Source: an optimization exercise on an open RTL-to-GDS flow (aim: small area, a short achievable clock period and few clock cycles per item). Production flows keep margins and buffers that such runs may drop.
Only simulation tests tie the RTL to the original design; equivalence was not proved.
Power and IR drop assume default switching activity.

==> module fft_4pt, before the edit <==
module fft_4pt #(
    parameter DATA_WIDTH = 16
) (
    input clk,
    input rst_n,
    input data_valid_in,
    input  signed [DATA_WIDTH-1:0] x0_r,
    input  signed [DATA_WIDTH-1:0] x0_i,
    input  signed [DATA_WIDTH-1:0] x1_r,
    input  signed [DATA_WIDTH-1:0] x1_i,
    input  signed [DATA_WIDTH-1:0] x2_r,
    input  signed [DATA_WIDTH-1:0] x2_i,
    input  signed [DATA_WIDTH-1:0] x3_r,
    input  signed [DATA_WIDTH-1:0] x3_i,
    output data_valid_out,
    output signed [DATA_WIDTH+1:0] X0_r,
    output signed [DATA_WIDTH+1:0] X0_i,
    output signed [DATA_WIDTH+1:0] X1_r,
    output signed [DATA_WIDTH+1:0] X1_i,
    output signed [DATA_WIDTH+1:0] X2_r,
    output signed [DATA_WIDTH+1:0] X2_i,
    output signed [DATA_WIDTH+1:0] X3_r,
    output signed [DATA_WIDTH+1:0] X3_i
);
    localparam S1 = DATA_WIDTH + 1;    
    localparam S2 = DATA_WIDTH + 2;    
    localparam K  = 11;                 
    localparam HW = S2 - K;            
    function automatic [17:0] add17(input [16:0] a, input [16:0] b, input ci);
        reg [16:0] p, G, P, G2, P2;
        integer i, d;
        begin
            p = a ^ b;  G = a & b;  P = p;
            G[0] = G[0] | (p[0] & ci);
            for (d = 1; d < 17; d = d * 2) begin
                G2 = G;  P2 = P;
                for (i = 0; i < 17; i = i + 1)
                    if (((i + 1) % (2 * d)) == 0) begin
                        G2[i] = G[i] | (P[i] & G[i-d]);  P2[i] = P[i] & P[i-d];
                    end
                G = G2;  P = P2;
            end
            for (d = 16; d >= 1; d = d / 2) begin
                G2 = G;  P2 = P;
                for (i = 0; i < 17; i = i + 1)
                    if (((i + 1) % (2 * d)) == d && i >= 2 * d) begin
                        G2[i] = G[i] | (P[i] & G[i-d]);  P2[i] = P[i] & P[i-d];
                    end
                G = G2;  P = P2;
            end
            add17 = {G[16], p ^ {G[15:0], ci}};
        end
    endfunction
    function automatic [11:0] addk(input [10:0] a, input [10:0] b, input ci);
        reg [10:0] p, G, P, G2, P2;
        integer i, d;
        begin
            p = a ^ b;  G = a & b;  P = p;
            G[0] = G[0] | (p[0] & ci);
            for (d = 1; d < 11; d = d * 2) begin
                G2 = G;  P2 = P;
                for (i = 0; i < 11; i = i + 1)
                    if (((i + 1) % (2 * d)) == 0) begin
                        G2[i] = G[i] | (P[i] & G[i-d]);  P2[i] = P[i] & P[i-d];
                    end
                G = G2;  P = P2;
            end
            for (d = 16; d >= 1; d = d / 2) begin
                G2 = G;  P2 = P;
                for (i = 0; i < 11; i = i + 1)
                    if (((i + 1) % (2 * d)) == d && i >= 2 * d) begin
                        G2[i] = G[i] | (P[i] & G[i-d]);  P2[i] = P[i] & P[i-d];
                    end
                G = G2;  P = P2;
            end
            addk = {G[10], p ^ {G[9:0], ci}};
        end
    endfunction
    function automatic [7:0] addh(input [6:0] a, input [6:0] b, input ci);
        reg [6:0] p, G, P, G2, P2;
        integer i, d;
        begin
            p = a ^ b;  G = a & b;  P = p;
            G[0] = G[0] | (p[0] & ci);
            for (d = 1; d < 7; d = d * 2) begin
                G2 = G;  P2 = P;
                for (i = 0; i < 7; i = i + 1)
                    if (((i + 1) % (2 * d)) == 0) begin
                        G2[i] = G[i] | (P[i] & G[i-d]);  P2[i] = P[i] & P[i-d];
                    end
                G = G2;  P = P2;
            end
            for (d = 16; d >= 1; d = d / 2) begin
                G2 = G;  P2 = P;
                for (i = 0; i < 7; i = i + 1)
                    if (((i + 1) % (2 * d)) == d && i >= 2 * d) begin
                        G2[i] = G[i] | (P[i] & G[i-d]);  P2[i] = P[i] & P[i-d];
                    end
                G = G2;  P = P2;
            end
            addh = {G[6], p ^ {G[5:0], ci}};
        end
    endfunction
    function automatic [S1-1:0] bf1(input [DATA_WIDTH-1:0] a, input [DATA_WIDTH-1:0] b, input sub);
        reg [S1-1:0] bb;
        reg [S1:0]   t;
        begin
            bb = {b[DATA_WIDTH-1], b} ^ {S1{sub}};
            t = add17({a[DATA_WIDTH-1], a}, bb, sub);
            bf1 = t[S1-1:0];
        end
    endfunction
    reg signed [S1-1:0] A_r, A_i, B_r, B_i, C_r, C_i, D_r, D_i;
    always @(posedge clk) begin
        A_r <= bf1(x0_r, x2_r, 1'b0);  A_i <= bf1(x0_i, x2_i, 1'b0);
        B_r <= bf1(x0_r, x2_r, 1'b1);  B_i <= bf1(x0_i, x2_i, 1'b1);
        C_r <= bf1(x1_r, x3_r, 1'b0);  C_i <= bf1(x1_i, x3_i, 1'b0);
        D_r <= bf1(x1_r, x3_r, 1'b1);  D_i <= bf1(x1_i, x3_i, 1'b1);
    end
    function automatic [S2:0] bfly(input [S1-1:0] p, input [S1-1:0] q, input sub);
        reg [S1-1:0] qq;
        reg [K:0]    lo;
        reg [HW-1:0] hi;
        begin
            qq = sub ? ~q : q;
            lo = addk(p[K-1:0], qq[K-1:0], sub);
            hi = addh({p[S1-1], p[S1-1:K]}, {qq[S1-1], qq[S1-1:K]}, 1'b0);
            bfly = {hi, lo};
        end
    endfunction
    reg [S2:0] Y0_r, Y0_i, Y1_r, Y1_i, Y2_r, Y2_i, Y3_r, Y3_i;
    always @(posedge clk) begin
        Y0_r <= bfly(A_r, C_r, 1'b0);  Y0_i <= bfly(A_i, C_i, 1'b0);
        Y1_r <= bfly(B_r, D_i, 1'b0);  Y1_i <= bfly(B_i, D_r, 1'b1);
        Y2_r <= bfly(A_r, C_r, 1'b1);  Y2_i <= bfly(A_i, C_i, 1'b1);
        Y3_r <= bfly(B_r, D_i, 1'b1);  Y3_i <= bfly(B_i, D_r, 1'b0);
    end
    reg valid_s1, valid_s2;
    always @(posedge clk or negedge rst_n) begin
        if (!rst_n) begin
            valid_s1 <= 1'b0;
            valid_s2 <= 1'b0;
        end else begin
            valid_s1 <= data_valid_in;
            valid_s2 <= valid_s1;
        end
    end
    function automatic [S2-1:0] fin(input [S2:0] y);
        reg [HW-1:0] h, t;
        integer i;
        begin
            h = y[S2:K+1];
            for (i = 0; i < HW; i = i + 1)
                t[i] = y[K] & ((h & ((1 << i) - 1)) == ((1 << i) - 1));
            fin = {h ^ t, y[K-1:0]};
        end
    endfunction
    assign X0_r = fin(Y0_r);  assign X0_i = fin(Y0_i);
    assign X1_r = fin(Y1_r);  assign X1_i = fin(Y1_i);
    assign X2_r = fin(Y2_r);  assign X2_i = fin(Y2_i);
    assign X3_r = fin(Y3_r);  assign X3_i = fin(Y3_i);
    assign data_valid_out = valid_s2;
endmodule
clock: 3.0 ns
lec_check: 0
cap_margin: 20
core_margin: 2
core_utilization: 62
cts_buf_list: sky130_fd_sc_hd__clkbuf_4 sky130_fd_sc_hd__clkbuf_8
cts_cluster_diameter: 60
cts_cluster_size: 16
setup_slack_margin: 0.6
slew_margin: 20
buffer_ports_args: -buffer_cell sky130_fd_sc_hd__buf_1
standard.sh (not shown) runs the stock make flow with config.mk's settings and CLKGATE_MAP_FILE= SYNTH_SCRIPT=/design/flow/synth_recipe.tcl, a recipe that flattens the netlist after the stock synthesis.
==> flow/flow/run.sh <==
#!/bin/bash
# The standard layout (standard.sh), with the port buffers that buffer_ports
# inserts made of plain buf_1 cells instead of its default delay buffer.
set -euo pipefail
cd "$(dirname "$0")/.."
echo "export BUFFER_PORTS_ARGS = -buffer_cell sky130_fd_sc_hd__buf_1" >> config.mk
bash standard.sh > standard.log 2>&1
Testbench counts at the start, summed over its fixed seeds: cycles 8,016, items 8,000.
==> next run, changes <==
--- a/flow/design.v
+++ b/flow/design.v
@@ -22,11 +22,11 @@
     output signed [DATA_WIDTH+1:0] X3_r,
     output signed [DATA_WIDTH+1:0] X3_i
 );
     localparam S1 = DATA_WIDTH + 1;    
     localparam S2 = DATA_WIDTH + 2;    
-    localparam K  = 11;                 
+    localparam K  = 12;                 
     localparam HW = S2 - K;            
     function automatic [17:0] add17(input [16:0] a, input [16:0] b, input ci);
         reg [16:0] p, G, P, G2, P2;
         integer i, d;
         begin
@@ -49,58 +49,58 @@
                 G = G2;  P = P2;
             end
             add17 = {G[16], p ^ {G[15:0], ci}};
         end
     endfunction
-    function automatic [11:0] addk(input [10:0] a, input [10:0] b, input ci);
-        reg [10:0] p, G, P, G2, P2;
+    function automatic [12:0] addk(input [11:0] a, input [11:0] b, input ci);
+        reg [11:0] p, G, P, G2, P2;
         integer i, d;
         begin
             p = a ^ b;  G = a & b;  P = p;
             G[0] = G[0] | (p[0] & ci);
-            for (d = 1; d < 11; d = d * 2) begin
+            for (d = 1; d < 12; d = d * 2) begin
                 G2 = G;  P2 = P;
-                for (i = 0; i < 11; i = i + 1)
+                for (i = 0; i < 12; i = i + 1)
                     if (((i + 1) % (2 * d)) == 0) begin
                         G2[i] = G[i] | (P[i] & G[i-d]);  P2[i] = P[i] & P[i-d];
                     end
                 G = G2;  P = P2;
             end
             for (d = 16; d >= 1; d = d / 2) begin
                 G2 = G;  P2 = P;
-                for (i = 0; i < 11; i = i + 1)
+                for (i = 0; i < 12; i = i + 1)
                     if (((i + 1) % (2 * d)) == d && i >= 2 * d) begin
                         G2[i] = G[i] | (P[i] & G[i-d]);  P2[i] = P[i] & P[i-d];
                     end
                 G = G2;  P = P2;
             end
-            addk = {G[10], p ^ {G[9:0], ci}};
+            addk = {G[11], p ^ {G[10:0], ci}};
         end
     endfunction
-    function automatic [7:0] addh(input [6:0] a, input [6:0] b, input ci);
-        reg [6:0] p, G, P, G2, P2;
+    function automatic [6:0] addh(input [5:0] a, input [5:0] b, input ci);
+        reg [5:0] p, G, P, G2, P2;
         integer i, d;
         begin
             p = a ^ b;  G = a & b;  P = p;
             G[0] = G[0] | (p[0] & ci);
-            for (d = 1; d < 7; d = d * 2) begin
+            for (d = 1; d < 6; d = d * 2) begin
                 G2 = G;  P2 = P;
-                for (i = 0; i < 7; i = i + 1)
+                for (i = 0; i < 6; i = i + 1)
                     if (((i + 1) % (2 * d)) == 0) begin
                         G2[i] = G[i] | (P[i] & G[i-d]);  P2[i] = P[i] & P[i-d];
                     end
                 G = G2;  P = P2;
             end
             for (d = 16; d >= 1; d = d / 2) begin
                 G2 = G;  P2 = P;
-                for (i = 0; i < 7; i = i + 1)
+                for (i = 0; i < 6; i = i + 1)
                     if (((i + 1) % (2 * d)) == d && i >= 2 * d) begin
                         G2[i] = G[i] | (P[i] & G[i-d]);  P2[i] = P[i] & P[i-d];
                     end
                 G = G2;  P = P2;
             end
-            addh = {G[6], p ^ {G[5:0], ci}};
+            addh = {G[5], p ^ {G[4:0], ci}};
         end
     endfunction
     function automatic [S1-1:0] bf1(input [DATA_WIDTH-1:0] a, input [DATA_WIDTH-1:0] b, input sub);
         reg [S1-1:0] bb;
         reg [S1:0]   t;
What happened:
- The changed run passed the timing, design-rule and antenna checks
- synthesized area came out higher by 0.99%
- routed wire length goes up by 2.3%
- final area goes down by 2.2%
- total power drops by 3.0%
- via count grows by 0.46%
- setup slack got worse by 0.051 ns
- die area goes up by 0.96%
- clock-buffer cell count goes up by 3
- utilization decreases by 1.9 points
- worst hold slack improves by 0.015 ns
- synthesized cell count climbs by 1.2%
- flip-flop and latch count does not change
Testbench counts after the change, summed over its fixed seeds: cycles 8,016, items 8,000.

static timing again, ports no longer ideal:
Ports are ideal in the flow. The routed layouts listed here were re-timed in OpenROAD. Step 1 sets driving cells, clkbuf_16 on the clock port and buf_2 on the other inputs (assumed; they add their load-dependent delay and slew). Step 2 moves the port delays by t, midway between the first and last clock arrival at a register: inputs arrive t later, outputs are due t later. That takes back most of the time a late clock gives input paths. a / b / c = ideal ports / drivers / drivers and shift; a / b = the first two.
| run | t, ns | setup slack, ns | worst hold slack (ns) | worst setup path at the end |
|---|---|---|---|---|
| the first run | 0.625 | 0.594 / 0.591 / 0.096 | 0.097 / 0.078 / 0.362 | input to register |
| the second run | 0.633 | 0.543 / 0.543 / 0.136 | 0.112 / 0.095 / 0.364 | input to register |
After both steps setup and hold are still met in every run listed. The setup slack of the first run, which loses most, moves by -0.003 ns with the drivers and by -0.498 ns with both steps.
